This is an optimization exercise on Yosys and OpenROAD, whose aim is small area, not a production implementation.
Where RTL was checked, it was by simulation tests only, not by an equivalence proof against the original.
No functional check of the RTL was part of run 1.
No activity file was given, so power comes from the tool's default toggle rates.

### flow/flow/run.sh
#!/bin/bash
# The standard layout, with two changes:
#  - after the standard synthesis, the logic between its registers is replaced by the
#    hand-mapped netlist gen_netlist.py writes (the registers stay as synthesis made them);
#  - every input and output port gets the smallest buffer, sky130_fd_sc_hd__buf_1.
# Each tool's output goes to a log of its own in this folder.
set -euo pipefail
R=orfs/results/${FLOW_PLATFORM}/FIFO_shift_reg_beh/base
export BUFFER_PORTS_ARGS="-buffer_cell sky130_fd_sc_hd__buf_1"
bash standard.sh synth > synth.log 2>&1
cp $R/1_2_yosys.v standard_1_2_yosys.v
if python3 flow/gen_netlist.py standard_1_2_yosys.v $R/1_2_yosys.v > gen_netlist.log 2>&1; then
  rm -f $R/1_synth.odb $R/1_synth.sdc
fi
bash standard.sh finish > layout.log 2>&1
### flow/flow/gen_netlist.py
#!/usr/bin/env python3
"""Write the gate netlist of FIFO_shift_reg_beh (32 x 10, Johnson-coded count) by hand.

usage: gen_netlist.py STANDARD_NETLIST OUT_NETLIST

The registers are the standard synthesis's: the same instances, names and cell types, read
from STANDARD_NETLIST. Only the logic between them is written here, as the RTL states it:
dataOut's sum of products (ten slots and its own value) becomes three a222oi, an a22oi and
a nand4 per bit, and each slot's sum of products (the slot below, or its own value) an a22o.
If the standard netlist's registers are not the ones expected, OUT_NETLIST is left as it is.
"""
import re
import sys

W, D = 32, 10
P = "sky130_fd_sc_hd__"


def main():
    std, out = sys.argv[1], sys.argv[2]
    text = open(std).read()
    regs = {}
    for m in re.finditer(r"\b" + P + r"(\w+)\s+(\\\S+|\w+)\s*\(", text):
        cell, name = m.group(1), m.group(2).lstrip("\\")
        if "df" in cell:
            stem = name.rpartition("$")[0] if "$_" in name else name
            regs[stem] = (name, cell)
    want = {f"count[{k}]": "edfxtp_1" for k in range(6)}
    want.update({f"dataOut[{b}]": "dfxtp_1" for b in range(W)})
    want.update({f"slots[{n}]": "dfxtp_1" for n in range(W * D)})
    if sorted(regs) != sorted(want) or any(regs[r][1] != want[r] for r in want):
        print("standard registers differ from the expected ones; netlist left unchanged")
        print(sorted(set(regs) ^ set(want))[:10], {c for _, c in regs.values()})
        return 1

    cells = []
    wires = []

    def cell(typ, pins):
        cells.append((typ, pins))

    def inst_name(n):
        return "\\" + n + " "

    def flop(reg, d, de, q):
        cells.append(("edfxtp_1", dict(CLK="clk", D=d, DE=de, Q=q), inst_name(regs[reg][0])))

    def dff(reg, d, q):
        cells.append(("dfxtp_1", dict(CLK="clk", D=d, Q=q), inst_name(regs[reg][0])))

    def wire(n):
        wires.append(n)
        return n

    cq = [wire(f"cq{k}") for k in range(6)]
    for n in ["doRead", "doWrite", "shiftEn", "keep", "holdOut", "noLoad", "cntEn", "ncq0", "ncq5"]:
        wire(n)
    cell("nor2_1", dict(A=cq[5], B=cq[0], Y="empty"))
    cell("nor2b_1", dict(A=cq[3], B_N=cq[4], Y="full"))
    cell("o21a_1", dict(A1=cq[5], A2=cq[0], B1="readEnable", X="doRead"))
    cell("nor3b_1", dict(A="full", B="doRead", C_N="writeEnable", Y="doWrite"))
    cell("and3b_1", dict(A_N="reset", B="enable", C="doWrite", X="shiftEn"))
    cell("nand2_1", dict(A="enable", B="doWrite", Y="keep"))
    cell("o21ai_0", dict(A1="reset", A2="doRead", B1="enable", Y="holdOut"))
    cell("nand3b_1", dict(A_N="reset", B="enable", C="doRead", Y="noLoad"))
    cell("o31a_1", dict(A1="reset", A2="doRead", A3="doWrite", B1="enable", X="cntEn"))
    cell("inv_1", dict(A=cq[0], Y="ncq0"))
    cell("inv_1", dict(A=cq[5], Y="ncq5"))
    for k in range(6):
        up = "ncq5" if k == 0 else cq[k - 1]
        down = "ncq0" if k == 5 else cq[k + 1]
        m, d = wire(f"cm{k}"), wire(f"cd{k}")
        cell("mux2i_1", dict(A0=up, A1=down, S="doRead", Y=m))
        cell("nor2_1", dict(A=m, B="reset", Y=d))
        flop(f"count[{k}]", d, "cntEn", cq[k])

    # s[k]: count == k and dataOut loads the oldest word (a read, enabled, no reset), k = 1 .. 10
    s = [None] + [wire(f"sel{k}") for k in range(1, D + 1)]
    for k in range(1, 6):
        cell("nor3b_1", dict(A=cq[k], B="noLoad", C_N=cq[k - 1], Y=s[k]))
    cell("and3b_1", dict(A_N="noLoad", B=cq[5], C=cq[0], X=s[6]))
    for k in range(7, 11):
        cell("nor3b_1", dict(A=cq[k - 7], B="noLoad", C_N=cq[k - 6], Y=s[k]))

    sq = [[wire(f"sq{i}_{b}") for b in range(W)] for i in range(D)]
    for i in range(D):
        for b in range(W):
            d = wire(f"sd{i}_{b}")
            prev = f"dataIn[{b}]" if i == 0 else sq[i - 1][b]
            cell("a22o_1", dict(A1="shiftEn", A2=prev, B1="keep", B2=sq[i][b], X=d))
            dff(f"slots[{W * i + b}]", d, sq[i][b])

    for b in range(W):
        g = [wire(f"g{j}_{b}") for j in range(4)]
        d = wire(f"od{b}")
        cell("a222oi_1", dict(A1=s[1], A2=sq[0][b], B1=s[2], B2=sq[1][b], C1=s[3], C2=sq[2][b], Y=g[0]))
        cell("a222oi_1", dict(A1=s[4], A2=sq[3][b], B1=s[5], B2=sq[4][b], C1=s[6], C2=sq[5][b], Y=g[1]))
        cell("a222oi_1", dict(A1=s[7], A2=sq[6][b], B1=s[8], B2=sq[7][b], C1=s[9], C2=sq[8][b], Y=g[2]))
        cell("a22oi_1", dict(A1=s[10], A2=sq[9][b], B1="holdOut", B2=f"dataOut[{b}]", Y=g[3]))
        cell("nand4_1", dict(A=g[0], B=g[1], C=g[2], D=g[3], Y=d))
        dff(f"dataOut[{b}]", d, f"dataOut[{b}]")

    o = []
    o.append("module FIFO_shift_reg_beh(dataOut, empty, full, readEnable, writeEnable, dataIn, enable, reset, clk);")
    o.append("  output [31:0] dataOut;\n  output empty;\n  output full;\n  input readEnable;\n  input writeEnable;")
    o.append("  input [31:0] dataIn;\n  input enable;\n  input reset;\n  input clk;")
    o.append("  wire [31:0] dataOut;\n  wire empty;\n  wire full;\n  wire readEnable;\n  wire writeEnable;")
    o.append("  wire [31:0] dataIn;\n  wire enable;\n  wire reset;\n  wire clk;")
    for w in wires:
        o.append(f"  wire {w};")
    n = 0
    for c in cells:
        typ, pins = c[0], c[1]
        name = c[2] if len(c) > 2 else f"g_{n}"
        n += 1
        conn = ", ".join(f".{p}({v})" for p, v in pins.items())
        o.append(f"  {P}{typ} {name}({conn});")
    o.append("endmodule")
    open(out, "w").write("\n".join(o) + "\n")
    print(f"wrote {out}: {len(cells)} cells")
    return 0


if __name__ == "__main__":
    sys.exit(main())
### flow/standard.sh
#!/bin/bash
# synth_recipe.tcl (not shown) runs the flow's synth.tcl, then flattens the netlist and writes it again
# the make line also repeats each setting of config.mk as NAME=value (left out here)
make -C /OpenROAD-flow-scripts/flow DESIGN_CONFIG=/design/flow/config.mk WORK_HOME=/design/flow/orfs CLKGATE_MAP_FILE= SYNTH_SCRIPT=/design/flow/synth_recipe.tcl "${@:-finish}"
### flow/config.mk
export PLATFORM = sky130hd
export DESIGN_NAME = FIFO_shift_reg_beh
export DESIGN_NICKNAME = FIFO_shift_reg_beh
export VERILOG_FILES = /design/flow/design.v
export SDC_FILE = /design/flow/constraint.sdc
export NUM_CORES = 4
export LEC_CHECK = 0
export CAP_MARGIN = 20
export CORE_MARGIN = 2
export CORE_UTILIZATION = 40
export CTS_BUF_LIST = sky130_fd_sc_hd__clkbuf_16
export CTS_CLUSTER_DIAMETER = 80
export CTS_CLUSTER_SIZE = 30
export PLACE_DENSITY = 0.6
export SLEW_MARGIN = 20
### flow/constraint.sdc
create_clock -name core_clock -period 5.0 [get_ports {clk}]
set_input_delay 1.0000 -clock core_clock [delete_from_list [all_inputs] [get_ports {clk}]]
set_output_delay 1.0000 -clock core_clock [all_outputs]
set_load 0.01 [all_outputs]
### flow/design.v
`timescale 1ns / 1ps
module FIFO_shift_reg_beh
#(
    parameter FIFO_width = 32,
    parameter FIFO_depth = 10                    
 )
(
    output reg [FIFO_width - 1 : 0] dataOut,
    output empty, full,
    input readEnable, writeEnable,
    input [FIFO_width - 1 : 0] dataIn,
    input enable, reset, clk
    );
    reg [FIFO_width * FIFO_depth - 1 : 0] slots;     
    reg [5:0] count;
    wire [FIFO_depth : 0] at;
    assign at[0]  = ~count[5] & ~count[0];
    assign at[1]  =  count[0] & ~count[1];
    assign at[2]  =  count[1] & ~count[2];
    assign at[3]  =  count[2] & ~count[3];
    assign at[4]  =  count[3] & ~count[4];
    assign at[5]  =  count[4] & ~count[5];
    assign at[6]  =  count[5] &  count[0];
    assign at[7]  = ~count[0] &  count[1];
    assign at[8]  = ~count[1] &  count[2];
    assign at[9]  = ~count[2] &  count[3];
    assign at[10] = ~count[3] &  count[4];
    assign empty = at[0];
    assign full  = at[FIFO_depth];
    wire doRead  = readEnable & ~empty;
    wire doWrite = writeEnable & ~full & ~doRead;
    integer i;
    wire shift = enable & ~reset & doWrite;
    wire keep  = ~(enable & doWrite);
    wire [FIFO_width * FIFO_depth - 1 : 0] slotIn = {slots[FIFO_width * (FIFO_depth - 1) - 1 : 0], dataIn};
    always @(posedge clk)
        slots <= (slotIn & {FIFO_width * FIFO_depth{shift}}) | (slots & {FIFO_width * FIFO_depth{keep}});
    reg [FIFO_width - 1 : 0] oldest;
    always @(*) begin
        oldest = {FIFO_width{1'b0}};
        for (i = 0; i < FIFO_depth; i = i + 1)
            oldest = oldest | (slots[FIFO_width * i +: FIFO_width] & {FIFO_width{at[i+1]}});
    end
    always @(posedge clk)
        if (enable) begin
            if (reset)
                count <= 6'b000000;
            else if (doRead)
                count <= {~count[0], count[5:1]};
            else if (doWrite)
                count <= {count[4:0], ~count[5]};
        end
    wire loadOut = enable & (reset | doRead);
    always @(posedge clk)
        dataOut <= (oldest & {FIFO_width{loadOut & ~reset}}) | (dataOut & {FIFO_width{~loadOut}});
endmodule
==> flow_metrics.env, run 1 <==
export IMPL_outcome="no timing/DRC/antenna violations"
export IMPL_drt_initial_drc_count=1243
export IMPL_avgRoutedWirePerCell_um=21.19
export IMPL_clkTransAtPathRegs_ns=0.11
export IMPL_routed_wl_um=28990
export IMPL_start_util_pct=40.61
export IMPL_design_power_total_mw=4.999
export IMPL_fin_crit_sh_pct=62.99
export IMPL_syn_inst=871
export IMPL_power_density_nw_per_um2=379.4
export IMPL_ys_warn_count=1
export IMPL_synth_nets=908
export IMPL_critical_path_class="reg -> reg"
export IMPL_rows=62
export IMPL_ctsRootBufferMaster="clkbuf_16"
export IMPL_die_y_um=174.7
export IMPL_relSlewSlack_pct=40.30
export IMPL_crit_fanout=73
export IMPL_hold_buffers=0
export IMPL_cts_htree_levels=1
export IMPL_clock_skew_ns=0.008431
export IMPL_arrival_ns=3.60
export IMPL_hold_path_class="reg -> reg"
export IMPL_core_area_um2=28700
export IMPL_period_needed_ns=3.150
export IMPL_dp_cells=1345
export IMPL_finalNonFillerCells=1368
export IMPL_cts_resized_gates=0
export IMPL_cts_tree="built"
export IMPL_syn_to_final_growth_pct=13.03
export IMPL_cts_sinks=358
export IMPL_syn_area_per_cell_um2=13.38
export IMPL_fmax_mhz=317.5
export IMPL_grt_use_total_pct=18.33
export IMPL_vias_per_cell=6.344
export IMPL_drc=0
export IMPL_vias=8678
export IMPL_grt_pass1_wl_um=45960
export IMPL_antenna_found_initial=0
export IMPL_hold_viol=0
export IMPL_cts_max_path_buffers=3
export IMPL_tightest_slew_ns=0.8955
export IMPL_grt_max_degree=192
export IMPL_hold_slack_ns=0.4877
export IMPL_post_place_ws_ns=1.456
export IMPL_vdd_drop_max_v=0.0002632
export IMPL_cp_end_kind="flop"
export IMPL_grt_overflow=0
export IMPL_portBuffers=70
export IMPL_rsz0062_at_grt="false"
export IMPL_firstDrtPassIters=10
export IMPL_io_pins=71
export IMPL_nets=1016
export IMPL_die_w_um=174.7
export IMPL_maxCapViolations=0
export IMPL_slew_viol_final=0
export IMPL_postCtsSetupRepairBufs=0
export IMPL_fin_setup_tns_ns=0
export IMPL_dp_hpwl_um=14730
export IMPL_die_area_um2=30520
export IMPL_setup_viol=0
export IMPL_insertedDiodeCount=0
export IMPL_cp_start_kind="flop"
export IMPL_required_ns=5.46
export IMPL_drive_gt1_share_pct=5.285
export IMPL_clk_latency_ns=0.51
export IMPL_grt_pass1_vias=7949
export IMPL_static_leakage_power_nw=4.768
export IMPL_gp_congestion=0.7008
export IMPL_cts_buffers_inserted=16
export IMPL_finalWorstSetupSlack_ns=1.850
export IMPL_syn_area_um2=11660
export IMPL_drtAntennaViolNets=0
## power breakdown
group,internal (mW),switching (mW)
Clock,0.686,0.879
Combinational,0.137,0.156
Sequential,3.01,0.128
Total,3.84,1.16
## worst paths after layout
kind              cells after the start  slack [ns]                  to                   start
setup / recovery                      5        1.85   slots[96]$_DFF_P_  count[5]$_SDFFCE_PP0P_
hold / removal                        1        0.49  slots[316]$_DFF_P_      slots[316]$_DFF_P_
setup reg to reg                      5        1.85   slots[96]$_DFF_P_  count[5]$_SDFFCE_PP0P_
hold reg to reg                       1        0.49  slots[316]$_DFF_P_      slots[316]$_DFF_P_
## critical path, cell delays in order (launching register included)
cell	delay [ns]
edfxtp_1	0.50
o21a_1	0.39
nor3b_1	0.76
and3b_4	0.80
buf_12	0.36
a22o_1	0.21
## through the flow
stage	area, um^2	utilization, %
floorplan	11660	-
global route	13180	45.90
CTS	13180	45.90
finish	13180	45.90
detailed placement	12680	44.18
global placement	12680	44.18
## metal layers
| metal | part of all wire, % | up-vias | GRT usage, % |
|---|---|---|---|
| met5 | 0 | - | 0 |
| met4 | 1.4 | 0 | 3.299 |
| met3 | 5.5 | 27 | 2.198 |
| met2 | 44 | 251 | 27.73 |
| met1 | 49 | 4350 | 28.26 |
| li1 | - | 4050 | - |
## cell usage in the layout (no fill, tap or decap), types with 7 or more instances in the layout
cell type	n
a222oi_1	96
a22o_1	320
a22oi_1	32
buf_1	70
buf_4	15
clkbuf_16	17
dfxtp_1	352
nand4_1	32
nor2_1	7
nor3b_2	9
## registers in the layout (all words and copies together), names as in the netlist
name and cells:
count 6, dataOut 32, slots 320
## final cells by class
class	count	area [um^2]
Sequential cell	358	7227
Clock buffer	17	425.4
Timing Repair Buffer	90	475.5
Multi-Input combinational cell	511	4491
Inverter	2	7.507
Clock inverter	6	68.82
Tap cell	384	480.5
Fill cell	2625	15530
==> run 2, diff against run 1 <==
--- a/flow/design.v
+++ b/flow/design.v
@@ -43,11 +43,7 @@
     end
+    wire stepCount = enable & ~reset & (doRead | doWrite);
+    wire keepCount = ~(enable & (reset | doRead | doWrite));
+    wire [5:0] nextCount = doRead ? {~count[0], count[5:1]} : {count[4:0], ~count[5]};
     always @(posedge clk)
-        if (enable) begin
-            if (reset)
-                count <= 6'b000000;
-            else if (doRead)
-                count <= {~count[0], count[5:1]};
-            else if (doWrite)
-                count <= {count[4:0], ~count[5]};
-        end
+        count <= (nextCount & {6{stepCount}}) | (count & {6{keepCount}});
     wire loadOut = enable & (reset | doRead);
--- a/flow/flow/gen_netlist.py
+++ b/flow/flow/gen_netlist.py
@@ -8,3 +8,4 @@
 dataOut's sum of products (ten slots and its own value) becomes three a222oi, an a22oi and
-a nand4 per bit, and each slot's sum of products (the slot below, or its own value) an a22o.
+a nand4 per bit, each slot's sum of products (the slot below, or its own value) an a22o, and
+each count bit's a mux2i and an a2bb2o.
 If the standard netlist's registers are not the ones expected, OUT_NETLIST is left as it is.
@@ -27,3 +28,3 @@
             regs[stem] = (name, cell)
-    want = {f"count[{k}]": "edfxtp_1" for k in range(6)}
+    want = {f"count[{k}]": "dfxtp_1" for k in range(6)}
     want.update({f"dataOut[{b}]": "dfxtp_1" for b in range(W)})
@@ -44,5 +45,2 @@
 
-    def flop(reg, d, de, q):
-        cells.append(("edfxtp_1", dict(CLK="clk", D=d, DE=de, Q=q), inst_name(regs[reg][0])))
-
     def dff(reg, d, q):
@@ -55,3 +53,3 @@
     cq = [wire(f"cq{k}") for k in range(6)]
-    for n in ["doRead", "doWrite", "shiftEn", "keep", "holdOut", "noLoad", "cntEn", "ncq0", "ncq5"]:
+    for n in ["doRead", "doWrite", "shiftEn", "keep", "holdOut", "noLoad", "rdwr", "noStep", "keepCount", "ncq0", "ncq5"]:
         wire(n)
@@ -65,3 +63,5 @@
     cell("nand3b_1", dict(A_N="reset", B="enable", C="doRead", Y="noLoad"))
-    cell("o31a_1", dict(A1="reset", A2="doRead", A3="doWrite", B1="enable", X="cntEn"))
+    cell("or2_1", dict(A="doRead", B="doWrite", X="rdwr"))
+    cell("nand3b_1", dict(A_N="reset", B="enable", C="rdwr", Y="noStep"))
+    cell("o21ai_0", dict(A1="reset", A2="rdwr", B1="enable", Y="keepCount"))
     cell("inv_1", dict(A=cq[0], Y="ncq0"))
@@ -73,4 +73,4 @@
         cell("mux2i_1", dict(A0=up, A1=down, S="doRead", Y=m))
-        cell("nor2_1", dict(A=m, B="reset", Y=d))
-        flop(f"count[{k}]", d, "cntEn", cq[k])
+        cell("a2bb2o_1", dict(A1_N=m, A2_N="noStep", B1=cq[k], B2="keepCount", X=d))
+        dff(f"count[{k}]", d, cq[k])
 
==> flow_metrics.env, run 2 <==
export IMPL_die_area_um2=30490
export IMPL_insertedDiodeCount=0
export IMPL_routed_wl_um=29360
export IMPL_clkTransAtPathRegs_ns=0.10
export IMPL_clock_skew_ns=0.02188
export IMPL_critical_path_class="in -> reg"
export IMPL_fin_crit_sh_pct=62.10
export IMPL_outcome="no timing/DRC/antenna violations"
export IMPL_hold_buffers=0
export IMPL_clk_latency_ns=0.52
export IMPL_grt_use_total_pct=18.64
export IMPL_largest_register="slots"
export IMPL_maxCapViolations=0
export IMPL_avgRoutedWirePerCell_um=21.40
export IMPL_gp_congestion=0.6966
export IMPL_rsz0062_at_grt="false"
export IMPL_grt_pass1_vias=8086
export IMPL_io_pins=71
export IMPL_cts_resized_gates=0
export IMPL_arrival_ns=3.52
export IMPL_grt_overflow=0
export IMPL_internal_power_mw=3.835
export IMPL_reg_top3="slots x320, dataOut x32, count x6"
export IMPL_largest_register_ffs=320
export IMPL_ys_warn_count=1
export IMPL_vias=8699
export IMPL_relSlewSlack_pct=48.04
export IMPL_cpPeakStageDelay_ns=0.70
export IMPL_dp_hpwl_um=14590
export IMPL_crit_chain="buf_1 > o21a_1 > nor3b_1 > nand2_8 > buf_12 > a22o_1"
export IMPL_mostFrequentLayoutCells="358 x dfxtp_1, 320 x a22o_1, 96 x a222oi_1"
export IMPL_ctsRootBufferMaster="clkbuf_16"
export IMPL_die_y_um=174.6
export IMPL_pwr_share_comb_pct=6.4
export IMPL_vias_per_cell=6.340
export IMPL_required_ns=5.41
export IMPL_crit_path_top_delay_cell="nor3b_1"
export IMPL_grt_pass1_wl_um=46780
export IMPL_crit_fanout=152
export IMPL_nets=1021
export IMPL_hold_path_class="reg -> reg"
export IMPL_syn_area_um2=11640
export IMPL_antenna_found_initial=0
export IMPL_placed_cell_area_um2=12690
export IMPL_static_leakage_power_nw=4.773
export IMPL_synth_nets=910
export IMPL_crit_family="simple AND/OR/NAND/NOR gates"
export IMPL_cts_htree_levels=1
export IMPL_cp_end_kind="flop"
export IMPL_drt_initial_drc_count=1384
export IMPL_cts_max_path_buffers=3
export IMPL_grt_max_degree=153
export IMPL_die_w_um=174.6
export IMPL_tightest_slew_ns=0.7778
export IMPL_core_area_um2=28700
export IMPL_fin_setup_tns_ns=0
export IMPL_p_sw_mw=1.195
export IMPL_drtAntennaViolNets=0
export IMPL_syn_to_final_growth_pct=13.24
export IMPL_path_buf_inv=2
export IMPL_slew_viol_final=0
export IMPL_start_util_pct=40.57
export IMPL_syn_area_per_cell_um2=13.34
export IMPL_swShare_pct=23.76
export IMPL_rows=62
export IMPL_seqPwrFrac_pct=62.4
export IMPL_final_common_cell="dfxtp_1"
export IMPL_vdd_drop_max_v=0.0002236
export IMPL_drc=0
export IMPL_drive_gt1_share_pct=5.769
export IMPL_period_needed_ns=3.105
export IMPL_cp_start_kind="primary input"
export IMPL_cts_sinks=358
export IMPL_firstDrtPassIters=9
export IMPL_cts_buffers_inserted=16
export IMPL_fmax_mhz=322.0
export IMPL_portBuffers=70
export IMPL_hold_viol=0
export IMPL_cts_tree="built"
export IMPL_postCtsSetupRepairBufs=0
export IMPL_utilization_pct=45.94
export IMPL_syn_inst=873
export IMPL_power_density_nw_per_um2=381.5
export IMPL_setup_viol=0
export IMPL_final_cell_area_um2=13190
export IMPL_clkPwrFrac_pct=31.3
run 2: changes by cell type in the layout (fill, tap and decap cells not counted), moves of 2 or more:
cell and delta:
a2bb2o_1 +6, dfxtp_1 +6, edfxtp_1 -6, nor2_1 -6, buf_4 +3, clkinv_1 -2
run 2: final timing paths:
check / start / to / slack, ns / depth (start not counted)
hold / removal: slots[290]$_DFF_P_ / slots[290]$_DFF_P_ / 0.49 / 1
hold reg to reg: slots[290]$_DFF_P_ / slots[290]$_DFF_P_ / 0.49 / 1
setup reg to reg: count[5]$_DFF_P_ / slots[192]$_DFF_P_ / 1.93 / 5
setup / recovery: readEnable / slots[192]$_DFF_P_ / 1.89 / 6
run 2: per-stage QoR:
stage / power [mW] / worst slack (ns) / hold slack, ns / std cells
after CTS: 5.076 / 2.017 / 0.4891 / 1372
after global placement: 3.511 / 1.489 / 0.4564 / 1350
final: 5.030 / 1.895 / 0.4900 / 1372
after global routing: 5.227 / 1.860 / 0.5001 / 1372
after detailed placement: 3.515 / 1.499 / 0.4580 / 1350
after floorplan: 3.392 / 0.1280 / 0.4432 / 873
run 2: final cells by class:
cell class	instances	area, um^2
flip-flops and latches	358	7167
fillers	2652	15520
well taps	384	480.5
multi-input cells	513	4538
repair buffers	93	498.0
clock inverters	5	68.82
inverters	2	7.507
clock buffers	17	425.4
run 2: metal layers:
metal | GRT usage [%] | up-vias | wire length, um | part of all wire [%]
met3 | 2.502 | 19 | 1682 | 5.7
met5 | 0 | - | 0 | 0
met2 | 27.12 | 235 | 12530 | 43
met4 | 3.090 | 0 | 279 | 0.95
li1 | - | 4063 | - | -
met1 | 29.62 | 4382 | 14870 | 51
run 2: power groups by stage:
stage	sequential [mW]	clock (mW)	combinational, mW
detailed placement	3.20	0	0.318
finish	3.14	1.57	0.320
global placement	3.20	0	0.314
CTS	3.13	1.62	0.320
global route	3.16	1.71	0.352
floorplan	3.16	0	0.230
==> run 3, diff against run 2 <==
--- a/flow/flow/run.sh
+++ b/flow/flow/run.sh
@@ -9,2 +9,3 @@
 export BUFFER_PORTS_ARGS="-buffer_cell sky130_fd_sc_hd__buf_1"
+export CTS_ARGS="-sink_clustering_enable -repair_clock_nets -sink_clustering_size 36 -sink_clustering_max_diameter 60 -buf_list sky130_fd_sc_hd__clkbuf_16 -dont_use_dummy_load"
 bash standard.sh synth > synth.log 2>&1
--- a/flow/config.mk
+++ b/flow/config.mk
@@ -9,7 +9,4 @@
 export CORE_MARGIN = 2
-export CORE_UTILIZATION = 40
-export CTS_BUF_LIST = sky130_fd_sc_hd__clkbuf_16
-export CTS_CLUSTER_DIAMETER = 80
-export CTS_CLUSTER_SIZE = 30
-export PLACE_DENSITY = 0.6
+export CORE_UTILIZATION = 65
+export PLACE_DENSITY = 0.8
 export SLEW_MARGIN = 20
==> flow_metrics.env, run 3 <==
export IMPL_clkTransAtPathRegs_ns=0.08
export IMPL_cts_htree_levels=1
export IMPL_core_area_um2=17420
export IMPL_min_to="slots[290]$_DFF_P_"
export IMPL_firstDrtPassIters=9
export IMPL_top_usage_layer="met2"
export IMPL_crit_chain="buf_1 > o21a_1 > nor3b_1 > nand2_8 > buf_4 > a22o_1"
export IMPL_grtUsageMet2_pct=47.28
export IMPL_relSlewSlack_pct=36.04
export IMPL_grt_pass1_vias=8466
export IMPL_synth_nets=910
export IMPL_maxCapViolations=0
export IMPL_path_buf_inv=2
export IMPL_period_needed_ns=3.262
export IMPL_syn_inst=873
export IMPL_portBuffers=70
export IMPL_die_w_um=137.8
export IMPL_postCtsSetupRepairBufs=0
export IMPL_fin_crit_sh_pct=65.24
export IMPL_hold_viol=0
export IMPL_multi_input_area_um2=4547
export IMPL_clk_latency_ns=0.53
export IMPL_slew_viol_final=0
export IMPL_clock_skew_ns=0.06730
export IMPL_setup_viol=0
export IMPL_drt_initial_drc_count=1289
export IMPL_utilization_pct=74.04
export IMPL_design_power_total_mw=4.934
export IMPL_largest_register_ffs=320
export IMPL_ff2ff_path_depth=5
export IMPL_grt_use_met3_pct=4.562
export IMPL_ctsRootBufferMaster="clkbuf_16"
export IMPL_critical_path_class="in -> reg"
export IMPL_cts_resized_gates=0
export IMPL_cp_end_kind="flop"
export IMPL_grt_pass1_wl_um=44990
export IMPL_nets=1019
export IMPL_seqCellArea_um2=7167
export IMPL_static_leakage_power_nw=4.721
export IMPL_grt_use_total_pct=29.45
export IMPL_avgRoutedWirePerCell_um=23.79
export IMPL_insertedDiodeCount=0
export IMPL_cts_max_path_buffers=3
export IMPL_hold_buffers=0
export IMPL_outcome="no timing/DRC/antenna violations"
export IMPL_die_y_um=137.8
export IMPL_min_from="slots[290]$_DFF_P_"
export IMPL_power_density_nw_per_um2=382.6
export IMPL_syn_area_per_cell_um2=13.34
export IMPL_vias=9007
export IMPL_grt_max_degree=132
export IMPL_cts_tree="built"
export IMPL_cts_sinks=358
export IMPL_cts_buffers_inserted=18
export IMPL_rows=48
export IMPL_die_area_um2=19000
export IMPL_hold_path_depth=1
export IMPL_drtAntennaViolNets=0
export IMPL_drc=0
export IMPL_reg2reg_to="slots[73]$_DFF_P_"
export IMPL_placed_cell_area_um2=12450
export IMPL_syn_to_final_growth_pct=10.76
export IMPL_dp_hpwl_um=15360
export IMPL_met1_usage_pct=41.23
export IMPL_mostFrequentLayoutCells="358 x dfxtp_1, 320 x a22o_1, 96 x a222oi_1"
export IMPL_drive_gt1_share_pct=5.102
export IMPL_fill_cells=1194
export IMPL_antenna_found_initial=0
export IMPL_final_cell_area_um2=12900
export IMPL_cp_start_kind="primary input"
export IMPL_arrival_ns=3.64
export IMPL_tightest_slew_ns=0.9594
export IMPL_ys_warn_count=1
export IMPL_vdd_drop_max_v=0.0003188
export IMPL_fin_setup_tns_ns=0
export IMPL_start_util_pct=66.85
export IMPL_crit_family="simple AND/OR/NAND/NOR gates"
export IMPL_crit_path_top_delay_cell="nor3b_1"
export IMPL_final_common_cell="dfxtp_1"
export IMPL_cp_startpoint="readEnable"
export IMPL_timing_rr_start="count[5]$_DFF_P_"
export IMPL_required_ns=5.37
export IMPL_reg_top3="slots x320, dataOut x32, count x6"
export IMPL_worst_r2r_setup_slack_ns=1.82
export IMPL_rsz0062_at_grt="false"
export IMPL_grt_overflow=0
export IMPL_routed_wl_um=28660
export IMPL_io_pins=71
export IMPL_largest_register="slots"
export IMPL_crit_fanout=131
export IMPL_gp_congestion=0.8017
export IMPL_vias_per_cell=7.475
export IMPL_cpPeakStageDelay_ns=0.70
export IMPL_fmax_mhz=306.5
export IMPL_syn_area_um2=11640
export IMPL_hold_path_class="reg -> reg"
## run 3: worst max-delay path by stage
stage	endpoint	slack (ns)	depth (start not counted)
after floorplan	slots[0]$_DFF_P_	0.13	4
after global placement	slots[97]$_DFF_P_	1.48	6
after detailed placement	slots[13]$_DFF_P_	1.35	6
after CTS	slots[73]$_DFF_P_	1.84	6
after global routing	slots[162]$_DFF_P_	1.61	6
final	slots[73]$_DFF_P_	1.74	6
## run 3: power by group
part | total (mW) | internal (mW) | switching [mW]
logic | 0.319 | 0.143 | 0.176
clock network | 1.48 | 0.647 | 0.829
registers | 3.14 | 3.01 | 0.133
## run 3: area by class of cell
type                            count  area share, %
Sequential cell                   358          55.57
Multi-Input combinational cell    513          35.26
Clock buffer                       18          3.493
Timing Repair Buffer               89          3.435
Tap cell                          225          2.183
Inverter                            2        0.05821
## run 3: through the flow
| step | hold WS [ns] | setup WS (ns) | instances |
|---|---|---|---|
| global route | 0.4905 | 1.609 | 1205 |
| global placement | 0.4573 | 1.484 | 1187 |
| CTS | 0.4677 | 1.838 | 1205 |
| finish | 0.4742 | 1.738 | 1205 |
| detailed placement | 0.4592 | 1.346 | 1187 |
| floorplan | 0.4432 | 0.1280 | 873 |
## run 3: worst reg2reg max path: stages, from the launching register on
cell	delay [ns]
dfxtp_1	0.38
o21a_1	0.39
nor3b_1	0.71
nand2_8	0.53
buf_4	0.75
a22o_1	0.32
## run 3: metal layers
metal  up-vias  routed length [um]
met4         0                 561
met2       400               13550
met3        57                2133
li1       4056                   -
met1      4494               12420
met5         -                   0
==> run 4, diff against run 3 <==
--- a/flow/flow/run.sh
+++ b/flow/flow/run.sh
@@ -9,3 +9,3 @@
 export BUFFER_PORTS_ARGS="-buffer_cell sky130_fd_sc_hd__buf_1"
-export CTS_ARGS="-sink_clustering_enable -repair_clock_nets -sink_clustering_size 36 -sink_clustering_max_diameter 60 -buf_list sky130_fd_sc_hd__clkbuf_16 -dont_use_dummy_load"
+export CTS_ARGS="-sink_clustering_enable -repair_clock_nets -sink_clustering_size 30 -sink_clustering_max_diameter 150 -buf_list sky130_fd_sc_hd__clkbuf_16 -dont_use_dummy_load"
 bash standard.sh synth > synth.log 2>&1
==> flow_metrics.env, run 4 <==
export IMPL_outcome="no timing/DRC/antenna violations"
export IMPL_grt_max_degree=132
export IMPL_largest_register="slots"
export IMPL_hold_buffers=0
export IMPL_clock_skew_ns=0.03747
export IMPL_drtAntennaViolNets=0
export IMPL_internal_power_mw=3.694
export IMPL_hold_viol=0
export IMPL_cts_buffers_inserted=15
export IMPL_firstDrtPassIters=7
export IMPL_fmax_mhz=307.1
export IMPL_final_common_cell="dfxtp_1"
export IMPL_rsz0062_at_grt="false"
export IMPL_period_needed_ns=3.256
export IMPL_tightest_slew_ns=0.9665
export IMPL_portBuffers=70
export IMPL_fin_crit_sh_pct=65.12
export IMPL_grt_use_total_pct=29.65
export IMPL_gp_congestion=0.8017
export IMPL_cp_end_kind="flop"
export IMPL_antenna_found_initial=0
export IMPL_critical_path_class="in -> reg"
export IMPL_routed_wl_um=28860
export IMPL_drt_initial_drc_count=1394
export IMPL_cts_htree_levels=1
export IMPL_power_density_nw_per_um2=375.8
export IMPL_relSlewSlack_pct=35.57
export IMPL_syn_area_um2=11640
export IMPL_hold_slack_ns=0.4875
export IMPL_swShare_pct=23.33
export IMPL_grt_pass1_vias=8536
export IMPL_insertedDiodeCount=0
export IMPL_syn_to_final_growth_pct=10.11
export IMPL_io_pins=71
export IMPL_required_ns=5.38
export IMPL_reg_top3="slots x320, dataOut x32, count x6"
export IMPL_fin_setup_tns_ns=0
export IMPL_grt_overflow=0
export IMPL_drc=0
export IMPL_seqPwrFrac_pct=65.2
export IMPL_cp_start_kind="primary input"
export IMPL_seqCellArea_um2=7167
export IMPL_syn_area_per_cell_um2=13.34
export IMPL_largest_register_ffs=320
export IMPL_nets=1016
export IMPL_rows=48
export IMPL_synth_nets=910
export IMPL_die_y_um=137.8
export IMPL_multi_input_area_um2=4547
export IMPL_clkPwrFrac_pct=28.2
export IMPL_fill_cells=1203
export IMPL_pwr_share_comb_pct=6.6
export IMPL_clkTransAtPathRegs_ns=0.11
export IMPL_static_leakage_power_nw=4.684
export IMPL_die_w_um=137.8
export IMPL_core_area_um2=17420
export IMPL_cts_max_path_buffers=3
export IMPL_mostFrequentLayoutCells="358 x dfxtp_1, 320 x a22o_1, 96 x a222oi_1"
export IMPL_avgRoutedWirePerCell_um=24.01
export IMPL_vias_per_cell=7.413
export IMPL_ctsRootBufferMaster="clkbuf_16"
export IMPL_dp_hpwl_um=15360
export IMPL_cts_sinks=358
export IMPL_die_area_um2=19000
export IMPL_arrival_ns=3.64
export IMPL_slew_viol_final=0
export IMPL_hold_path_class="reg -> reg"
export IMPL_syn_inst=873
export IMPL_cts_tree="built"
export IMPL_vias=8910
export IMPL_setup_viol=0
export IMPL_clk_latency_ns=0.51
export IMPL_grt_pass1_wl_um=45390
export IMPL_ys_warn_count=1
export IMPL_maxCapViolations=0
export IMPL_vdd_drop_max_v=0.0004075
export IMPL_cts_resized_gates=0
export IMPL_start_util_pct=66.85
export IMPL_postCtsSetupRepairBufs=0
export IMPL_p_sw_mw=1.124
export IMPL_drive_gt1_share_pct=4.811
export IMPL_crit_fanout=131
run 4: changes by cell type in the layout (fill, tap and decap cells not counted):
cell,previous run,this run
clkbuf_16,18,15
run 4: critical path: stages:
cell and delay (ns):
buf_1 0.07, o21a_1 0.26, nor3b_1 0.70, nand2_8 0.52, buf_4 0.63, a22o_1 0.31
run 4: metrics by stage:
step	util (%)	setup slack (ns)	std cells	instance area [um^2]	total power, mW
after floorplan	-	0.1280	873	11650	3.392
after global placement	71.46	1.484	1187	12450	3.479
after detailed placement	71.46	1.346	1187	12450	3.509
after CTS	73.61	1.842	1202	12820	4.825
after global routing	73.61	1.623	1202	12820	4.977
final	73.61	1.744	1202	12820	4.818
run 4: area by class of cell:
class                      instances  share of cell area (%)
tap                              225                   2.196
sequential                       358                   55.90
clock buffer                      15                   2.928
timing repair buffer              89                   3.455
multi-input combinational        513                   35.46
inverter                           2                 0.05855
run 4: layer usage:
metal / up-vias / share of wire, % / GRT usage, %
met5: - / 0 / 0
met4: 0 / 2.4 / 8.503
met3: 60 / 6.4 / 4.341
met2: 339 / 47 / 48.05
met1: 4460 / 44 / 41.51
li1: 4051 / - / -
run 4: power by group through the flow:
stage / Combinational, mW / Sequential (mW) / Clock, mW
6_report: 0.319 / 3.14 / 1.36
5_1_grt: 0.348 / 3.16 / 1.47
4_1_cts: 0.317 / 3.13 / 1.38
3_5_place_dp: 0.315 / 3.19 / 0
3_3_place_gp: 0.296 / 3.18 / 0
2_1_floorplan: 0.230 / 3.16 / 0
run 4: worst paths after layout:
kind / start / end / slack [ns] / depth (start not counted)
min: slots[290]$_DFF_P_ / slots[290]$_DFF_P_ / 0.49 / 1
max reg2reg: count[5]$_DFF_P_ / slots[30]$_DFF_P_ / 1.81 / 5
min reg2reg: slots[290]$_DFF_P_ / slots[290]$_DFF_P_ / 0.49 / 1
max: readEnable / slots[30]$_DFF_P_ / 1.74 / 6
==> run 5, diff against run 4 <==
--- a/flow/flow/run.sh
+++ b/flow/flow/run.sh
@@ -9,3 +9,3 @@
 export BUFFER_PORTS_ARGS="-buffer_cell sky130_fd_sc_hd__buf_1"
-export CTS_ARGS="-sink_clustering_enable -repair_clock_nets -sink_clustering_size 30 -sink_clustering_max_diameter 150 -buf_list sky130_fd_sc_hd__clkbuf_16 -dont_use_dummy_load"
+export CTS_ARGS="-sink_clustering_enable -repair_clock_nets -sink_clustering_size 32 -sink_clustering_max_diameter 80 -buf_list sky130_fd_sc_hd__clkbuf_16 -dont_use_dummy_load"
 bash standard.sh synth > synth.log 2>&1
==> flow_metrics.env, run 5 <==
export IMPL_synth_nets=910
export IMPL_power_density_nw_per_um2=376.0
export IMPL_cp_start_kind="primary input"
export IMPL_syn_to_final_growth_pct=10.11
export IMPL_grt_overflow=0
export IMPL_antenna_found_initial=0
export IMPL_reg_top3="slots x320, dataOut x32, count x6"
export IMPL_rsz0062_at_grt="false"
export IMPL_cts_max_path_buffers=3
export IMPL_cts_htree_levels=1
export IMPL_fin_setup_tns_ns=0
export IMPL_arrival_ns=3.63
export IMPL_cts_buffers_inserted=15
export IMPL_drc=0
export IMPL_syn_area_um2=11640
export IMPL_core_area_um2=17420
export IMPL_fill_cells=1203
export IMPL_gp_congestion=0.8017
export IMPL_insertedDiodeCount=0
export IMPL_timing_rr_start="count[5]$_DFF_P_"
export IMPL_vdd_drop_max_v=0.0004690
export IMPL_vias=8995
export IMPL_dp_cells=1187
export IMPL_grt_use_total_pct=29.65
export IMPL_cts_sinks=358
export IMPL_mostFrequentLayoutCells="358 x dfxtp_1, 320 x a22o_1, 96 x a222oi_1"
export IMPL_utilization_pct=73.61
export IMPL_drt_initial_drc_count=1347
export IMPL_min_to="slots[290]$_DFF_P_"
export IMPL_final_cell_area_um2=12820
export IMPL_hold_buffers=0
export IMPL_hold_path_depth=1
export IMPL_largest_register_ffs=320
export IMPL_clk_latency_ns=0.50
export IMPL_postCtsSetupRepairBufs=0
export IMPL_vias_per_cell=7.483
export IMPL_cp_end_kind="flop"
export IMPL_largest_register="slots"
export IMPL_drtAntennaViolNets=0
export IMPL_portBuffers=70
export IMPL_tightest_slew_ns=0.9517
export IMPL_syn_inst=873
export IMPL_cts_tree="built"
export IMPL_crit_fanout=131
export IMPL_rows=48
export IMPL_drive_gt1_share_pct=4.811
export IMPL_worst_r2r_setup_slack_ns=1.81
export IMPL_firstDrtPassIters=8
export IMPL_final_common_cell="dfxtp_1"
export IMPL_required_ns=5.39
export IMPL_fin_crit_sh_pct=64.74
export IMPL_ctsRootBufferMaster="clkbuf_16"
export IMPL_cts_resized_gates=0
export IMPL_hold_viol=0
export IMPL_dp_hpwl_um=15360
export IMPL_placed_cell_area_um2=12450
export IMPL_grt_pass1_vias=8495
export IMPL_nets=1016
export IMPL_seqCellArea_um2=7167
export IMPL_slew_viol_final=0
export IMPL_post_place_ws_ns=1.346
export IMPL_start_util_pct=66.85
export IMPL_die_area_um2=19000
export IMPL_fmax_mhz=308.9
export IMPL_die_y_um=137.8
export IMPL_ys_warn_count=1
export IMPL_static_leakage_power_nw=4.684
export IMPL_multi_input_area_um2=4547
export IMPL_clkTransAtPathRegs_ns=0.11
export IMPL_ff2ff_path_depth=5
export IMPL_reg2reg_to="slots[154]$_DFF_P_"
export IMPL_clock_skew_ns=0.03516
export IMPL_grt_pass1_wl_um=45300
export IMPL_critical_path_class="in -> reg"
export IMPL_routed_wl_um=28820
export IMPL_outcome="no timing/DRC/antenna violations"
export IMPL_hold_path_class="reg -> reg"
export IMPL_setup_viol=0
export IMPL_relSlewSlack_pct=36.56
export IMPL_period_needed_ns=3.237
export IMPL_min_from="slots[290]$_DFF_P_"
export IMPL_finalNonFillerCells=1202
export IMPL_die_w_um=137.8
export IMPL_avgRoutedWirePerCell_um=23.98
export IMPL_maxCapViolations=0
export IMPL_finalWorstSetupSlack_ns=1.763
export IMPL_io_pins=71
export IMPL_syn_area_per_cell_um2=13.34
export IMPL_grt_max_degree=132
run 5: metrics by stage:
stage,total power [mW],hold slack [ns]
2_1_floorplan,3.392,0.4432
3_3_place_gp,3.479,0.4573
3_5_place_dp,3.509,0.4592
4_1_cts,4.828,0.4831
5_1_grt,4.984,0.5049
6_report,4.821,0.4876
run 5: worst max-delay path by stage:
stage / endpoint / cells after the start / from
3_3_place_gp: slots[97]$_DFF_P_ / 6 / readEnable
6_report: slots[154]$_DFF_P_ / 6 / readEnable
3_5_place_dp: slots[13]$_DFF_P_ / 6 / readEnable
2_1_floorplan: slots[0]$_DFF_P_ / 4 / readEnable
5_1_grt: slots[40]$_DFF_P_ / 6 / readEnable
4_1_cts: slots[154]$_DFF_P_ / 6 / readEnable
run 5: final cells by class:
| class | count | area share [%] |
|---|---|---|
| clock buffers | 15 | 2.928 |
| inverters | 2 | 0.05855 |
| multi-input cells | 513 | 35.46 |
| flip-flops and latches | 358 | 55.90 |
| well taps | 225 | 2.196 |
| repair buffers | 89 | 3.455 |
run 5: routing by layer:
metal / wire [um] / part of all wire (%) / global-route usage (%) / up-vias
met5: 0 / 0 / 0 / -
met4: 596 / 2.1 / 8.560 / 0
met3: 2087 / 7.2 / 3.974 / 55
met2: 13570 / 47 / 47.44 / 399
met1: 12570 / 44 / 42.25 / 4495
li1: - / - / - / 4046
run 5: report_power, final:
group,internal (mW),leakage (nW),total [mW],switching (mW)
clock,0.546,0.185,1.36,0.817
combinational,0.143,1.60,0.319,0.176
sequential,3.01,2.90,3.14,0.133
run 5: worst max-delay path: stages:
cell and delay (ns):
buf_1 0.07, o21a_1 0.26, nor3b_1 0.70, nand2_8 0.53, buf_4 0.62, a22o_1 0.32
==> run 6, diff against run 5 <==
--- a/flow/flow/run.sh
+++ b/flow/flow/run.sh
@@ -9,3 +9,3 @@
 export BUFFER_PORTS_ARGS="-buffer_cell sky130_fd_sc_hd__buf_1"
-export CTS_ARGS="-sink_clustering_enable -repair_clock_nets -sink_clustering_size 32 -sink_clustering_max_diameter 80 -buf_list sky130_fd_sc_hd__clkbuf_16 -dont_use_dummy_load"
+export CTS_ARGS="-sink_clustering_enable -repair_clock_nets -sink_clustering_size 30 -sink_clustering_max_diameter 80 -buf_list sky130_fd_sc_hd__clkbuf_16 -dont_use_dummy_load"
 bash standard.sh synth > synth.log 2>&1
--- a/flow/config.mk
+++ b/flow/config.mk
@@ -7,3 +7,3 @@
 export LEC_CHECK = 0
-export CAP_MARGIN = 20
+export CAP_MARGIN = 0
 export CORE_MARGIN = 2
@@ -11,2 +11,2 @@
 export PLACE_DENSITY = 0.8
-export SLEW_MARGIN = 20
+export SLEW_MARGIN = 0
==> flow_metrics.env, run 6 <==
export IMPL_cp_start_kind="primary input"
export IMPL_maxCapViolations=0
export IMPL_route_layer_met1_wl_um=12520
export IMPL_vdd_drop_max_v=0.0003040
export IMPL_slew_viol_final=0
export IMPL_maxUsedRoutingLayer="met4"
export IMPL_outcome="no timing/DRC/antenna violations"
export IMPL_syn_inst=873
export IMPL_core_area_um2=17420
export IMPL_fin_setup_tns_ns=0
export IMPL_nets=1016
export IMPL_grt_max_degree=132
export IMPL_syn_area_per_cell_um2=13.34
export IMPL_relSlewSlack_pct=34.96
export IMPL_drc=0
export IMPL_fmax_mhz=309.8
export IMPL_ys_warn_count=1
export IMPL_fill_cells=1201
export IMPL_cts_buffers_inserted=15
export IMPL_clk_latency_ns=0.50
export IMPL_final_cell_area_um2=12820
export IMPL_wl_met2_um=13640
export IMPL_die_area_um2=19000
export IMPL_antenna_found_initial=0
export IMPL_crit_fanout=131
export IMPL_grt_pass1_vias=8505
export IMPL_tightest_slew_ns=0.9757
export IMPL_firstDrtPassIters=9
export IMPL_grt_use_total_pct=29.37
export IMPL_clkTransAtPathRegs_ns=0.11
export IMPL_critical_path_class="in -> reg"
export IMPL_synth_nets=910
export IMPL_syn_to_final_growth_pct=10.11
export IMPL_timing_rr_start="count[5]$_DFF_P_"
export IMPL_min_from="slots[313]$_DFF_P_"
export IMPL_setup_viol=0
export IMPL_required_ns=5.40
export IMPL_die_w_um=137.8
export IMPL_syn_area_um2=11640
export IMPL_postCtsSetupRepairBufs=0
export IMPL_grt_pass1_wl_um=44990
export IMPL_arrival_ns=3.63
export IMPL_route_met3_wl_um=2152
export IMPL_fin_crit_sh_pct=64.57
export IMPL_cts_tree="built"
export IMPL_start_util_pct=66.85
export IMPL_io_pins=71
export IMPL_mostFrequentLayoutCells="358 x dfxtp_1, 320 x a22o_1, 96 x a222oi_1"
export IMPL_drt_initial_drc_count=1296
export IMPL_rsz0062_at_grt="false"
export IMPL_drtAntennaViolNets=0
export IMPL_final_common_cell="dfxtp_1"
export IMPL_placed_cell_area_um2=12450
export IMPL_largest_register_ffs=320
export IMPL_cp_end_kind="flop"
export IMPL_cp_startpoint="readEnable"
export IMPL_ctsRootBufferMaster="clkbuf_16"
export IMPL_die_y_um=137.8
export IMPL_cts_resized_gates=0
export IMPL_cts_max_path_buffers=3
export IMPL_cts_htree_levels=1
export IMPL_period_needed_ns=3.228
export IMPL_portBuffers=70
export IMPL_vias=9013
export IMPL_clock_skew_ns=0.01492
export IMPL_routed_wl_um=28740
export IMPL_avgRoutedWirePerCell_um=23.91
export IMPL_grt_overflow=0
export IMPL_hold_path_class="reg -> reg"
export IMPL_hold_buffers=0
export IMPL_dp_hpwl_um=15360
export IMPL_insertedDiodeCount=0
export IMPL_gp_congestion=0.8017
export IMPL_power_density_nw_per_um2=376.0
export IMPL_drive_gt1_share_pct=4.811
export IMPL_cts_sinks=358
export IMPL_hold_viol=0
export IMPL_static_leakage_power_nw=4.684
export IMPL_rows=48
export IMPL_largest_register="slots"
export IMPL_vias_per_cell=7.498
export IMPL_reg_top3="slots x320, dataOut x32, count x6"
-- run 6: final cells by class --
type	instances	area (um^2)	share of cell area [%]
timing repair buffer	89	442.9	3.455
multi-input combinational	513	4547	35.46
sequential	358	7167	55.90
tap	225	281.5	2.196
inverter	2	7.507	0.05855
clock buffer	15	375.4	2.928
-- run 6: metal layers --
| layer | vias up | track usage [%] |
|---|---|---|
| li1 | 4048 | - |
| met1 | 4528 | 41.26 |
| met2 | 394 | 47.08 |
| met5 | - | 0 |
| met3 | 43 | 4.231 |
| met4 | 0 | 9.240 |
-- run 6: metrics by stage --
| stage | util, % | setup slack (ns) | instances | power (mW) | hold slack (ns) |
|---|---|---|---|---|---|
| 2_1_floorplan | - | 0.1280 | 873 | 3.392 | 0.4432 |
| 6_report | 73.61 | 1.772 | 1202 | 4.820 | 0.4878 |
| 3_5_place_dp | 71.46 | 1.346 | 1187 | 3.509 | 0.4592 |
| 3_3_place_gp | 71.46 | 1.484 | 1187 | 3.479 | 0.4573 |
| 4_1_cts | 73.61 | 1.853 | 1202 | 4.829 | 0.4867 |
| 5_1_grt | 73.61 | 1.626 | 1202 | 4.977 | 0.5074 |
-- run 6: critical path, cell delays in order --
cell     delay, ns
buf_1         0.07
o21a_1        0.26
nor3b_1       0.70
nand2_8       0.55
buf_4         0.62
a22o_1        0.30
-- run 6: worst paths after layout --
check | to | slack (ns) | cells past startpoint
worst max register to register | slots[9]$_DFF_P_ | 1.82 | 5
worst max-delay path | slots[9]$_DFF_P_ | 1.77 | 6
worst min register to register | slots[313]$_DFF_P_ | 0.49 | 1
worst min-delay path | slots[313]$_DFF_P_ | 0.49 | 1
-- run 6: power by group --
part	internal, mW	leakage (nW)	switching, mW
Clock	0.546	0.185	0.817
Combinational	0.143	1.60	0.175
Sequential	3.01	2.90	0.134
Total	3.69	4.68	1.13
==> run 7, diff against run 6 <==
--- a/flow/config.mk
+++ b/flow/config.mk
@@ -7,3 +7,3 @@
 export LEC_CHECK = 0
-export CAP_MARGIN = 0
+export CAP_MARGIN = 20
 export CORE_MARGIN = 2
@@ -11,2 +11,2 @@
 export PLACE_DENSITY = 0.8
-export SLEW_MARGIN = 0
+export SLEW_MARGIN = 20
==> flow_metrics.env, run 7 <==
export IMPL_vias_per_cell=7.498
export IMPL_maxCapViolations=0
export IMPL_arrival_ns=3.63
export IMPL_fin_crit_sh_pct=64.57
export IMPL_syn_inst=873
export IMPL_cts_buffers_inserted=15
export IMPL_firstDrtPassIters=9
export IMPL_core_area_um2=17420
export IMPL_hold_path_class="reg -> reg"
export IMPL_drc=0
export IMPL_worst_r2r_setup_slack_ns=1.82
export IMPL_grt_use_total_pct=29.37
export IMPL_nets=1016
export IMPL_start_util_pct=66.85
export IMPL_required_ns=5.40
export IMPL_drt_initial_drc_count=1296
export IMPL_synth_nets=910
export IMPL_io_pins=71
export IMPL_fmax_mhz=309.8
export IMPL_largest_register="slots"
export IMPL_routed_wl_um=28740
export IMPL_syn_to_final_growth_pct=10.11
export IMPL_cts_resized_gates=0
export IMPL_die_w_um=137.8
export IMPL_drive_gt1_share_pct=4.811
export IMPL_critical_path_class="in -> reg"
export IMPL_antenna_found_initial=0
export IMPL_fin_setup_tns_ns=0
export IMPL_power_density_nw_per_um2=376.0
export IMPL_cp_start_kind="primary input"
export IMPL_insertedDiodeCount=0
export IMPL_postCtsSetupRepairBufs=0
export IMPL_setup_viol=0
export IMPL_rsz0062_at_grt="false"
export IMPL_vias=9013
export IMPL_dp_hpwl_um=15360
export IMPL_ctsRootBufferMaster="clkbuf_16"
export IMPL_clk_latency_ns=0.50
export IMPL_cts_max_path_buffers=3
export IMPL_grt_max_degree=132
export IMPL_cts_htree_levels=1
export IMPL_hold_viol=0
export IMPL_portBuffers=70
export IMPL_relSlewSlack_pct=34.96
export IMPL_ys_warn_count=1
export IMPL_crit_fanout=131
export IMPL_mostFrequentLayoutCells="358 x dfxtp_1, 320 x a22o_1, 96 x a222oi_1"
export IMPL_rows=48
export IMPL_final_common_cell="dfxtp_1"
export IMPL_syn_area_per_cell_um2=13.34
export IMPL_grt_pass1_vias=8505
export IMPL_reg_top3="slots x320, dataOut x32, count x6"
export IMPL_slew_viol_final=0
export IMPL_tightest_slew_ns=0.9757
export IMPL_period_needed_ns=3.228
export IMPL_outcome="no timing/DRC/antenna violations"
export IMPL_hold_buffers=0
export IMPL_clkTransAtPathRegs_ns=0.11
export IMPL_largest_register_ffs=320
export IMPL_syn_area_um2=11640
export IMPL_die_area_um2=19000
export IMPL_die_y_um=137.8
export IMPL_cts_sinks=358
export IMPL_cts_tree="built"
export IMPL_cp_end_kind="flop"
export IMPL_grt_overflow=0
export IMPL_vdd_drop_max_v=0.0003040
export IMPL_static_leakage_power_nw=4.684
export IMPL_avgRoutedWirePerCell_um=23.91
export IMPL_gp_congestion=0.8017
export IMPL_grt_pass1_wl_um=44990
export IMPL_clock_skew_ns=0.01492
export IMPL_drtAntennaViolNets=0
export IMPL_design_power_total_mw=4.820
run 7: cell type report:
type / count / area, um^2
Inverter: 2 / 7.507
Tap cell: 225 / 281.5
Fill cell: 1201 / 4596
Multi-Input combinational cell: 513 / 4547
Sequential cell: 358 / 7167
Timing Repair Buffer: 89 / 442.9
Clock buffer: 15 / 375.4
run 7: worst paths after layout:
kind | startpoint | to | cells past startpoint
min reg2reg | slots[313]$_DFF_P_ | slots[313]$_DFF_P_ | 1
max | readEnable | slots[9]$_DFF_P_ | 6
max reg2reg | count[5]$_DFF_P_ | slots[9]$_DFF_P_ | 5
min | slots[313]$_DFF_P_ | slots[313]$_DFF_P_ | 1
run 7: per-stage QoR:
stage	cells	area [um^2]	utilization, %	hold slack [ns]	setup WS, ns
2_1_floorplan	873	11650	-	0.4432	0.1280
3_3_place_gp	1187	12450	71.46	0.4573	1.484
3_5_place_dp	1187	12450	71.46	0.4592	1.346
4_1_cts	1202	12820	73.61	0.4867	1.853
5_1_grt	1202	12820	73.61	0.5074	1.626
6_report	1202	12820	73.61	0.4878	1.772
run 7: report_power, final:
part | internal, mW | switching (mW)
clock network | 0.546 | 0.817
logic | 0.143 | 0.175
registers | 3.01 | 0.134
total | 3.69 | 1.13
run 7: worst max-delay path: stages:
cell	delay (ns)
buf_1	0.07
o21a_1	0.26
nor3b_1	0.70
nand2_8	0.55
buf_4	0.62
a22o_1	0.30
run 7: routing by layer:
metal | wire length, um | global-route usage, % | vias up
met1 | 12520 | 41.26 | 4528
met5 | 0 | 0 | -
met3 | 2152 | 4.231 | 43
met4 | 429 | 9.240 | 0
li1 | - | - | 4048
met2 | 13640 | 47.08 | 394
==> run 8, diff against run 7 <==
--- a/flow/config.mk
+++ b/flow/config.mk
@@ -9,4 +9,4 @@
 export CORE_MARGIN = 2
-export CORE_UTILIZATION = 65
-export PLACE_DENSITY = 0.8
+export CORE_UTILIZATION = 80
+export PLACE_DENSITY = 0.92
 export SLEW_MARGIN = 20
==> flow_metrics.env, run 8 <==
export IMPL_cts_resized_gates=0
export IMPL_reg_top3="slots x320, dataOut x32, count x6"
export IMPL_io_pins=71
export IMPL_hold_path_depth=1
export IMPL_clkTransAtPathRegs_ns=0.11
export IMPL_core_area_um2=14370
export IMPL_rsz0062_at_grt="false"
export IMPL_tightest_slew_ns=0.9968
export IMPL_placed_cell_area_um2=12450
export IMPL_static_leakage_power_nw=4.706
export IMPL_cp_start_kind="primary input"
export IMPL_syn_area_per_cell_um2=13.34
export IMPL_avgRoutedWirePerCell_um=27.21
export IMPL_crit_fanout=26
export IMPL_fin_crit_sh_pct=63.14
export IMPL_ys_warn_count=1
export IMPL_dp_hpwl_um=16640
export IMPL_drtAntennaViolNets=0
export IMPL_seqPwrFrac_pct=65.0
export IMPL_vias=9518
export IMPL_pwr_share_comb_pct=6.7
export IMPL_outcome="no timing/DRC/antenna violations"
export IMPL_cts_sinks=358
export IMPL_rows=44
export IMPL_hold_viol=0
export IMPL_swShare_pct=23.81
export IMPL_drt_initial_drc_count=1755
export IMPL_path_buf_inv=2
export IMPL_cts_max_path_buffers=3
export IMPL_grt_overflow=0
export IMPL_synth_nets=910
export IMPL_arrival_ns=3.59
export IMPL_die_y_um=124.6
export IMPL_grt_use_total_pct=38.74
export IMPL_drive_gt1_share_pct=4.806
export IMPL_crit_path_top_delay_cell="nor3b_2"
export IMPL_nets=1017
export IMPL_hold_buffers=0
export IMPL_maxCapViolations=0
export IMPL_crit_family="simple AND/OR/NAND/NOR gates"
export IMPL_power_density_nw_per_um2=378.2
export IMPL_syn_inst=873
export IMPL_cts_htree_levels=1
export IMPL_slew_viol_final=0
export IMPL_gp_congestion=0.7827
export IMPL_clock_skew_ns=0.02307
export IMPL_routed_wl_um=31620
export IMPL_required_ns=5.44
export IMPL_syn_to_final_growth_pct=10.16
export IMPL_syn_area_um2=11640
export IMPL_p_sw_mw=1.155
export IMPL_fin_setup_tns_ns=0
export IMPL_largest_register="slots"
export IMPL_die_w_um=124.6
export IMPL_ff2ff_path_depth=6
export IMPL_critical_path_class="in -> reg"
export IMPL_drc=0
export IMPL_final_common_cell="dfxtp_1"
export IMPL_internal_power_mw=3.696
export IMPL_start_util_pct=81.03
export IMPL_setup_viol=0
export IMPL_cts_buffers_inserted=15
export IMPL_portBuffers=70
export IMPL_hold_slack_ns=0.4949
export IMPL_cts_tree="built"
export IMPL_antenna_found_initial=0
export IMPL_die_area_um2=15540
export IMPL_clk_latency_ns=0.51
export IMPL_mostFrequentLayoutCells="358 x dfxtp_1, 320 x a22o_1, 96 x a222oi_1"
export IMPL_clkPwrFrac_pct=28.3
export IMPL_vdd_drop_max_v=0.0004117
export IMPL_grt_pass1_wl_um=49590
export IMPL_utilization_pct=89.26
export IMPL_worst_r2r_setup_slack_ns=1.88
export IMPL_hold_path_class="reg -> reg"
export IMPL_crit_cells=7
export IMPL_grt_pass1_vias=9300
export IMPL_grt_max_degree=231
export IMPL_firstDrtPassIters=8
export IMPL_fmax_mhz=316.8
export IMPL_ctsRootBufferMaster="clkbuf_16"
export IMPL_insertedDiodeCount=0
export IMPL_cp_end_kind="flop"
export IMPL_cpPeakStageDelay_ns=0.69
export IMPL_period_needed_ns=3.157
export IMPL_final_cell_area_um2=12830
export IMPL_relSlewSlack_pct=33.26
export IMPL_vias_per_cell=8.191
export IMPL_postCtsSetupRepairBufs=0
export IMPL_crit_chain="buf_1 > o21a_1 > nand3b_1 > nor3b_2 > buf_4 > a222oi_1 > nand4_1"
export IMPL_largest_register_ffs=320
-- run 8: worst paths after layout --
check / start / end
worst max-delay path: readEnable / dataOut[16]$_DFF_P_
worst min-delay path: slots[289]$_DFF_P_ / slots[289]$_DFF_P_
worst max register to register: count[0]$_DFF_P_ / dataOut[16]$_DFF_P_
worst min register to register: slots[289]$_DFF_P_ / slots[289]$_DFF_P_
-- run 8: cell type report --
class | count | area (um^2)
Clock buffer | 15 | 375.4
Sequential cell | 358 | 7167
Tap cell | 184 | 230.2
Timing Repair Buffer | 90 | 500.5
Multi-Input combinational cell | 513 | 4546
Fill cell | 604 | 1543
Inverter | 2 | 7.507
-- run 8: power groups by stage --
| stage | sequential (mW) | combinational (mW) | clock (mW) |
|---|---|---|---|
| final | 3.15 | 0.327 | 1.37 |
| after global routing | 3.16 | 0.350 | 1.46 |
| after CTS | 3.14 | 0.322 | 1.37 |
| after detailed placement | 3.20 | 0.316 | 0 |
| after global placement | 3.18 | 0.295 | 0 |
| after floorplan | 3.16 | 0.230 | 0 |
-- run 8: layer usage --
metal	wire length [um]	part of all wire (%)	up-vias	track usage (%)
met5	0	0	-	0
met4	1352	4.3	0	20.03
met3	3222	10	134	6.400
met2	15030	48	725	61.36
met1	12010	38	4607	51.76
li1	-	-	4052	-
-- run 8: metrics by stage --
stage	power (mW)	setup slack, ns	std cells
2_1_floorplan	3.392	0.1280	873
3_3_place_gp	3.478	1.571	1147
3_5_place_dp	3.516	1.431	1147
4_1_cts	4.833	1.933	1162
5_1_grt	4.969	1.734	1162
6_report	4.851	1.843	1162
==> run 9, diff against run 8 <==
--- a/flow/flow/run.sh
+++ b/flow/flow/run.sh
@@ -9,3 +9,3 @@
 export BUFFER_PORTS_ARGS="-buffer_cell sky130_fd_sc_hd__buf_1"
-export CTS_ARGS="-sink_clustering_enable -repair_clock_nets -sink_clustering_size 30 -sink_clustering_max_diameter 80 -buf_list sky130_fd_sc_hd__clkbuf_16 -dont_use_dummy_load"
+export CTS_ARGS="-sink_clustering_enable -repair_clock_nets -sink_clustering_size 30 -sink_clustering_max_diameter 80 -buf_list sky130_fd_sc_hd__clkbuf_16 -root_buf sky130_fd_sc_hd__clkbuf_8 -tree_buf sky130_fd_sc_hd__clkbuf_8 -sink_clustering_buffer sky130_fd_sc_hd__clkbuf_16 -dont_use_dummy_load"
 bash standard.sh synth > synth.log 2>&1
--- a/flow/config.mk
+++ b/flow/config.mk
@@ -9,4 +9,4 @@
 export CORE_MARGIN = 2
-export CORE_UTILIZATION = 80
-export PLACE_DENSITY = 0.92
+export CORE_UTILIZATION = 65
+export PLACE_DENSITY = 0.8
 export SLEW_MARGIN = 20
==> flow_metrics.env, run 9 <==
export IMPL_outcome="no timing/DRC/antenna violations"
export IMPL_maxCapViolations=0
export IMPL_portBuffers=70
export IMPL_hold_path_class="reg -> reg"
export IMPL_clk_latency_ns=0.55
export IMPL_cts_resized_gates=0
export IMPL_avgRoutedWirePerCell_um=23.97
export IMPL_cts_max_path_buffers=3
export IMPL_antenna_found_initial=0
export IMPL_drt_initial_drc_count=1293
export IMPL_vdd_drop_max_v=0.0003017
export IMPL_syn_inst=873
export IMPL_grt_pass1_wl_um=44930
export IMPL_hold_buffers=0
export IMPL_drc=0
export IMPL_routed_wl_um=28810
export IMPL_drtAntennaViolNets=0
export IMPL_ys_warn_count=1
export IMPL_gp_congestion=0.8017
export IMPL_core_area_um2=17420
export IMPL_syn_area_um2=11640
export IMPL_required_ns=5.45
export IMPL_dp_hpwl_um=15360
export IMPL_critical_path_class="in -> reg"
export IMPL_die_y_um=137.8
export IMPL_fin_crit_sh_pct=63.91
export IMPL_grt_pass1_vias=8499
export IMPL_mostFrequentLayoutCells="358 x dfxtp_1, 320 x a22o_1, 96 x a222oi_1"
export IMPL_firstDrtPassIters=8
export IMPL_vias_per_cell=7.476
export IMPL_fin_setup_tns_ns=0
export IMPL_hold_viol=0
export IMPL_tightest_slew_ns=0.9696
export IMPL_die_area_um2=19000
export IMPL_rsz0062_at_grt="false"
export IMPL_final_cell_area_um2=12790
export IMPL_vias=8986
export IMPL_synth_nets=910
export IMPL_arrival_ns=3.64
export IMPL_utilization_pct=73.42
export IMPL_rows=48
export IMPL_cts_tree="built"
export IMPL_final_common_cell="dfxtp_1"
export IMPL_relSlewSlack_pct=35.36
export IMPL_slew_viol_final=0
export IMPL_syn_to_final_growth_pct=9.822
export IMPL_clock_skew_ns=0.01111
export IMPL_insertedDiodeCount=0
export IMPL_postCtsSetupRepairBufs=0
export IMPL_drive_gt1_share_pct=4.811
export IMPL_period_needed_ns=3.195
export IMPL_cp_end_kind="flop"
export IMPL_setup_viol=0
export IMPL_io_pins=71
export IMPL_cts_sinks=358
export IMPL_power_density_nw_per_um2=371.7
export IMPL_worst_r2r_setup_slack_ns=1.80
export IMPL_fmax_mhz=312.9
export IMPL_ctsRootBufferMaster="clkbuf_8"
export IMPL_largest_register_ffs=320
export IMPL_placed_cell_area_um2=12450
export IMPL_cts_htree_levels=1
export IMPL_start_util_pct=66.85
export IMPL_largest_register="slots"
export IMPL_syn_area_per_cell_um2=13.34
export IMPL_grt_max_degree=132
export IMPL_grt_use_total_pct=29.30
export IMPL_cp_start_kind="primary input"
export IMPL_nets=1016
export IMPL_die_w_um=137.8
export IMPL_crit_fanout=131
export IMPL_cts_buffers_inserted=15
export IMPL_grt_overflow=0
export IMPL_reg_top3="slots x320, dataOut x32, count x6"
export IMPL_static_leakage_power_nw=4.669
export IMPL_clkTransAtPathRegs_ns=0.10
## run 9: cell types whose count changed in the layout (fill, tap and decap cells not counted)
cell       delta
clkbuf_16     -3
and3b_2       +1
clkbuf_8      +3
buf_12        -4
and3b_1       -1
buf_4         +3
## run 9: worst max-delay path, stage by stage
cell     delay [ns]
buf_1          0.07
o21a_1         0.26
nor3b_1        0.71
nand2_8        0.54
buf_4          0.63
a22o_1         0.31
## run 9: through the flow
step | cells | worst slack [ns] | hold WS [ns] | power [mW]
finish | 1202 | 1.805 | 0.4882 | 4.753
global route | 1202 | 1.649 | 0.5075 | 4.914
CTS | 1202 | 1.900 | 0.4869 | 4.767
detailed placement | 1187 | 1.346 | 0.4592 | 3.509
global placement | 1187 | 1.484 | 0.4573 | 3.479
floorplan | 873 | 0.1280 | 0.4432 | 3.392
## run 9: area by class of cell
class,instances,area (um^2)
tap,225,281.5
inverter,2,7.507
multi-input combinational,513,4547
fill,1206,4629
timing repair buffer,89,442.9
clock buffer,15,341.6
sequential,358,7167
## run 9: final timing paths
path	end	start	cells past startpoint
worst max-delay path	slots[9]$_DFF_P_	readEnable	6
worst min-delay path	slots[289]$_DFF_P_	slots[289]$_DFF_P_	1
worst max register to register	slots[9]$_DFF_P_	count[5]$_DFF_P_	5
worst min register to register	slots[289]$_DFF_P_	slots[289]$_DFF_P_	1
## run 9: power by group
part	switching, mW	internal (mW)	leakage (nW)
clock	0.806	0.489	0.169
combinational	0.176	0.143	1.60
sequential	0.133	3.01	2.90
## run 9: layer usage
metal  part of all wire (%)  GRT usage, %  vias to the layer above
met3                    7.6         4.305                       48
met5                      0             0                        -
met2                     47         47.00                      389
met4                    1.8         9.297                        0
li1                       -             -                     4045
met1                     43         41.04                     4504

what the ideal ports hide:
How much do the figures lean on ideal ports? The routed layouts below were timed once more, with nothing changed but the port constraints.
Step 1 (the two cells are an assumption about what drives the block):
set clk [get_ports {clk}]
set_driving_cell -lib_cell sky130_fd_sc_hd__clkbuf_16 $clk
set_driving_cell -lib_cell sky130_fd_sc_hd__buf_2 [delete_from_list [all_inputs] $clk]
Step 2, shift: input delay + t, output delay - t, t = (earliest + latest rising clock arrival at the registers) / 2. This alone moves slack from input paths to output paths.
a / b / c = no drivers / after step 1 / after step 2; a / b = the first two.
| run | t (ns) | setup WS [ns] | hold slack, ns |
|---|---|---|---|
| run 1 | 0.554 | 1.850 / 1.850 / 1.398 | 0.488 / 0.488 / 0.488 |
| run 2 | 0.550 | 1.895 / 1.925 / 1.375 | 0.490 / 0.490 / 0.490 |
| run 3 | 0.549 | 1.738 / 1.760 / 1.210 | 0.474 / 0.474 / 0.474 |
| run 4 | 0.542 | 1.744 / 1.765 / 1.222 | 0.487 / 0.487 / 0.487 |
| run 5 | 0.531 | 1.763 / 1.784 / 1.253 | 0.488 / 0.488 / 0.488 |
| run 6 | 0.544 | 1.772 / 1.793 / 1.249 | 0.488 / 0.488 / 0.488 |
| run 7 | 0.544 | 1.772 / 1.793 / 1.249 | 0.488 / 0.488 / 0.488 |
| run 8 | 0.538 | 1.843 / 1.862 / 1.323 | 0.495 / 0.495 / 0.495 |
| run 9 | 0.589 | 1.805 / 1.805 / 1.233 | 0.488 / 0.488 / 0.488 |
After both steps setup and hold are still met in every run listed. For run 9, which loses most, drivers alone change the setup slack by 0.000 ns; drivers and shift together by -0.572 ns.
